Background: an optimization exercise with open tools, aiming at small area and a short achievable clock period. Do not read the settings as production practice.
Only simulation tests tie the RTL to the original design; equivalence was not proved.

the baseline:
## multiply
module multiply(
    input wire clk,
    input wire resetn,
    input wire[31:0] A,
    input wire[31:0] B,
    input wire sign,
    output wire[63:0] result
);
Settings: LEC_CHECK=0, CAP_MARGIN=20, CORE_MARGIN=2, CORE_UTILIZATION=55, PLACE_DENSITY=0.68, SETUP_SLACK_MARGIN=1.5, SLEW_MARGIN=20, SYNTH_HIERARCHICAL=1; clock period 6.5 ns.
standard.sh (not shown) runs the stock make flow with config.mk's settings and CLKGATE_MAP_FILE= SYNTH_SCRIPT=/design/flow/synth_recipe.tcl, a recipe that flattens the netlist after the stock synthesis.
==> flow/flow/run.sh <==
#!/bin/bash
# Own layout flow: the standard synthesis, then every combinational cell set to
# its smallest drive strength (registers untouched), then the standard layout,
# whose repair steps size cells up again where timing needs it.
set -euo pipefail
here=$(pwd)
res=$here/orfs/results/$FLOW_PLATFORM/multiply/base
bash standard.sh synth > $here/log_synth.txt 2>&1
cp $res/1_2_yosys.v $here/1_2_yosys.orig.v
python3 $here/flow/downsize.py $FLOW_HOME/platforms/$FLOW_PLATFORM/lib/sky130_fd_sc_hd__tt_025C_1v80.lib \
    $here/1_2_yosys.orig.v $res/1_2_yosys.v > $here/log_downsize.txt 2>&1
# make the netlist newer than its sources so only the later steps rerun
touch $res/1_2_yosys.v $res/1_2_yosys.sdc
bash standard.sh "BUFFER_PORTS_ARGS=-buffer_cell sky130_fd_sc_hd__buf_1" finish > $here/log_layout.txt 2>&1
==> flow/flow/downsize.py <==
#!/usr/bin/env python3
"""Set each combinational cell of a mapped netlist to the smallest drive strength
of its kind that the library has (registers and special cells untouched)."""
import re, sys
lib, src, dst = sys.argv[1:4]
cells = set(re.findall(r'cell\s*\(\s*"?(sky130_fd_sc_hd__\w+)"?\s*\)', open(lib).read()))
keep = re.compile(r'sky130_fd_sc_hd__(df|edf|sdf|sedf|dl|conb|clk|tap|fill|decap|diode|probe|lpflow)')
text = open(src).read()
count = {}
def repl(m):
    name = m.group(0)
    if keep.match(name):
        return name
    mm = re.match(r'(sky130_fd_sc_hd__\w+?)_(\d+)$', name)
    if not mm:
        return name
    base, size = mm.group(1), int(mm.group(2))
    for s in (1,):
        cand = f"{base}_{s}"
        if s < size and cand in cells:
            count[name] = count.get(name, 0) + 1
            return cand
    return name
out = re.sub(r'sky130_fd_sc_hd__\w+', repl, text)
open(dst, 'w').write(out)
for k, v in sorted(count.items(), key=lambda x: -x[1]):
    print(k, v)
Edits applied to the flow inputs when going from the baseline to the candidate:
Settings: SETUP_SLACK_MARGIN: 1.5 -> 2.25; PLACE_DENSITY: 0.68 -> 0.6; CORE_UTILIZATION: 55 -> 45.
Results
The candidate did not stop at any stage, and its layout met the timing, design-rule and antenna checks.
Compared with the baseline, the candidate shows critical path buffer and inverter count higher by 1.
Number of design-rule violations left by the first detailed-router iteration: the candidate < the baseline
Relative to the baseline, final worst-path cycle share has gone down in the candidate.
The arrival time reported for the critical path endpoint in the candidate sits 1.91 ns below the value recorded for the baseline.
The candidate vs. the baseline: area overhead of the layout relative to synthesis +14 points, number of buffers inserted by post-CTS setup repair shows an increase of 82.

Setup of build 98:
multiply again, from the RTL that the note above started with.
==> flow/config.mk <==
export PLATFORM = sky130hd
export DESIGN_NAME = multiply
export DESIGN_NICKNAME = multiply
export VERILOG_FILES = /design/flow/design.v
export SDC_FILE = /design/flow/constraint.sdc
export NUM_CORES = 4
export LEC_CHECK = 0
export CAP_MARGIN = 20
export CORE_MARGIN = 2
export CORE_UTILIZATION = 45
export CTS_BUF_LIST = sky130_fd_sc_hd__clkbuf_8
export PLACE_DENSITY = 0.6
export SETUP_SLACK_MARGIN = 1.0
export SLEW_MARGIN = 20
export SYNTH_HIERARCHICAL = 1
==> flow/constraint.sdc <==
create_clock -name core_clock -period 6.5 [get_ports {clk}]
set_input_delay 1.3000 -clock core_clock [delete_from_list [all_inputs] [get_ports {clk}]]
set_output_delay 1.3000 -clock core_clock [all_outputs]
set_load 0.01 [all_outputs]
Scripts as last shown in full above: flow/flow/run.sh, flow/flow/downsize.py
Build 98 went all the way through the flow, and no timing, DRC or antenna check failed.
What build 10 does differently from build 98 at the input level:
# build 98
export LEC_CHECK = 0
export CAP_MARGIN = 20
export CORE_MARGIN = 2
export CORE_UTILIZATION = 45
export CTS_BUF_LIST = sky130_fd_sc_hd__clkbuf_8
export PLACE_DENSITY = 0.6
export SETUP_SLACK_MARGIN = 1.0
export SLEW_MARGIN = 20
export SYNTH_HIERARCHICAL = 1
create_clock -name core_clock -period 6.5 [get_ports {clk}]
# build 10
export LEC_CHECK = 0
export CAP_MARGIN = 20
export CORE_MARGIN = 2
export CORE_UTILIZATION = 50
export CTS_BUF_LIST = sky130_fd_sc_hd__clkbuf_8
export PLACE_DENSITY = 0.65
export SETUP_SLACK_MARGIN = 1.5
export SLEW_MARGIN = 20
export SYNTH_HIERARCHICAL = 1
create_clock -name core_clock -period 6.5 [get_ports {clk}]
Notes after the runs:
- Per the comparison of build 10 with build 98, critical path data arrival time went up by 1.48 ns; initial detailed-routing violation count closely matched the old numbers.
- Number of tap instances delta for build 10 relative to build 98: about 10% lower
Edits applied to the flow inputs when going from build 10 to build 18:
# build 10
export LEC_CHECK = 0
export CAP_MARGIN = 20
export CORE_MARGIN = 2
export CORE_UTILIZATION = 50
export CTS_BUF_LIST = sky130_fd_sc_hd__clkbuf_8
export PLACE_DENSITY = 0.65
export SETUP_SLACK_MARGIN = 1.5
export SLEW_MARGIN = 20
export SYNTH_HIERARCHICAL = 1
create_clock -name core_clock -period 6.5 [get_ports {clk}]
# build 18
export LEC_CHECK = 0
export CAP_MARGIN = 20
export CORE_MARGIN = 2
export CORE_UTILIZATION = 45
export PLACE_DENSITY = 0.6
export SETUP_SLACK_MARGIN = 1.0
export SLEW_MARGIN = 20
export SYNTH_HIERARCHICAL = 1
create_clock -name core_clock -period 6.5 [get_ports {clk}]
--- outcome ---
- The final layouts of build 18 and build 10 pass the timing, design-rule and antenna checks.
- Cmp build 18 and build 10 / post-CTS setup repair buffer count / lower: build 18
- Build 18 reports its capture point of the worst path as result[50] while build 10 reports rup[88].
The inputs of build 75 differ from those of build 18 as listed below.
# build 18
export LEC_CHECK = 0
export CAP_MARGIN = 20
export CORE_MARGIN = 2
export CORE_UTILIZATION = 45
export PLACE_DENSITY = 0.6
export SETUP_SLACK_MARGIN = 1.0
export SLEW_MARGIN = 20
export SYNTH_HIERARCHICAL = 1
create_clock -name core_clock -period 6.5 [get_ports {clk}]
# build 75
export LEC_CHECK = 0
export CAP_MARGIN = 20
export CORE_MARGIN = 2
export CORE_UTILIZATION = 45
export PLACE_DENSITY = 0.6
export SETUP_SLACK_MARGIN = 1.5
export SLEW_MARGIN = 20
export SYNTH_HIERARCHICAL = 1
create_clock -name core_clock -period 6.5 [get_ports {clk}]
[summary]
- Clock-buffer cell count in build 75 is 1 below build 18.
- Maximum frequency, build 75 and build 18: lower on build 18
- In the reports for build 75 and build 18, the smaller met3 routing resource usage after global routing belongs to build 18.
## Diff of input files: build 68 against build 75
# build 75
export LEC_CHECK = 0
export CAP_MARGIN = 20
export CORE_MARGIN = 2
export CORE_UTILIZATION = 45
export PLACE_DENSITY = 0.6
export SETUP_SLACK_MARGIN = 1.5
export SLEW_MARGIN = 20
export SYNTH_HIERARCHICAL = 1
create_clock -name core_clock -period 6.5 [get_ports {clk}]
# build 68
export LEC_CHECK = 0
export CAP_MARGIN = 20
export CORE_MARGIN = 2
export CORE_UTILIZATION = 45
export PLACE_DENSITY = 0.6
export SETUP_SLACK_MARGIN = 1.75
export SLEW_MARGIN = 20
export SYNTH_HIERARCHICAL = 1
create_clock -name core_clock -period 6.5 [get_ports {clk}]
[summary]
- Measured against each other, build 75 and build 68 differ in least setup slack across all paths after layout, the lower figure coming from build 75.
- Relative to build 75, build 68 improves clock period minus worst slack.
- | placed wire-length estimate | build 75 vs build 68 | ≈ equal |
- Cell area: build 68 > build 75

[static timing again, ports no longer ideal]
How much do the figures lean on ideal ports? The routed layouts below were timed once more, with nothing changed but the port constraints. Step 1: set_driving_cell puts a clkbuf_16 on clk and a buf_2 on each other input, an assumption about the parent block. Step 2, shift: input delay + t, output delay - t, t = (earliest + latest rising clock arrival at the registers) / 2. This alone moves slack from input paths to output paths. a / b / c = ideal / step 1 / step 2; a / b = the first two.
run | t, ns | slack for setup (ns) | worst setup path at the end | worst slew at a driven data input, ns | cell pins on the clock port's net
the baseline | 0.586 | 1.604 / 1.624 / 1.055 | input to register | 0.15 | 1
the candidate | 0.575 | 1.801 / 1.736 / 1.575 | input to register | 0.19 | 1
build 98 | 0.663 | 1.328 / 1.269 / 0.915 | input to register | 0.09 | 1
build 10 | 0.651 | 1.623 / 1.635 / 0.983 | input to register | 0.21 | 1
build 18 | 0.576 | 1.397 / 1.331 / 0.883 | input to register | 0.09 | 1
build 75 | 0.575 | 1.534 / 1.573 / 0.999 | input to register | 0.11 | 1
build 68 | 0.571 | 1.774 / 1.711 / 1.302 | input to register | 0.16 | 1
After both steps setup and hold are still met in every run listed. The setup slack of build 10, which loses most, moves by +0.012 ns with the drivers and by -0.640 ns with both steps.
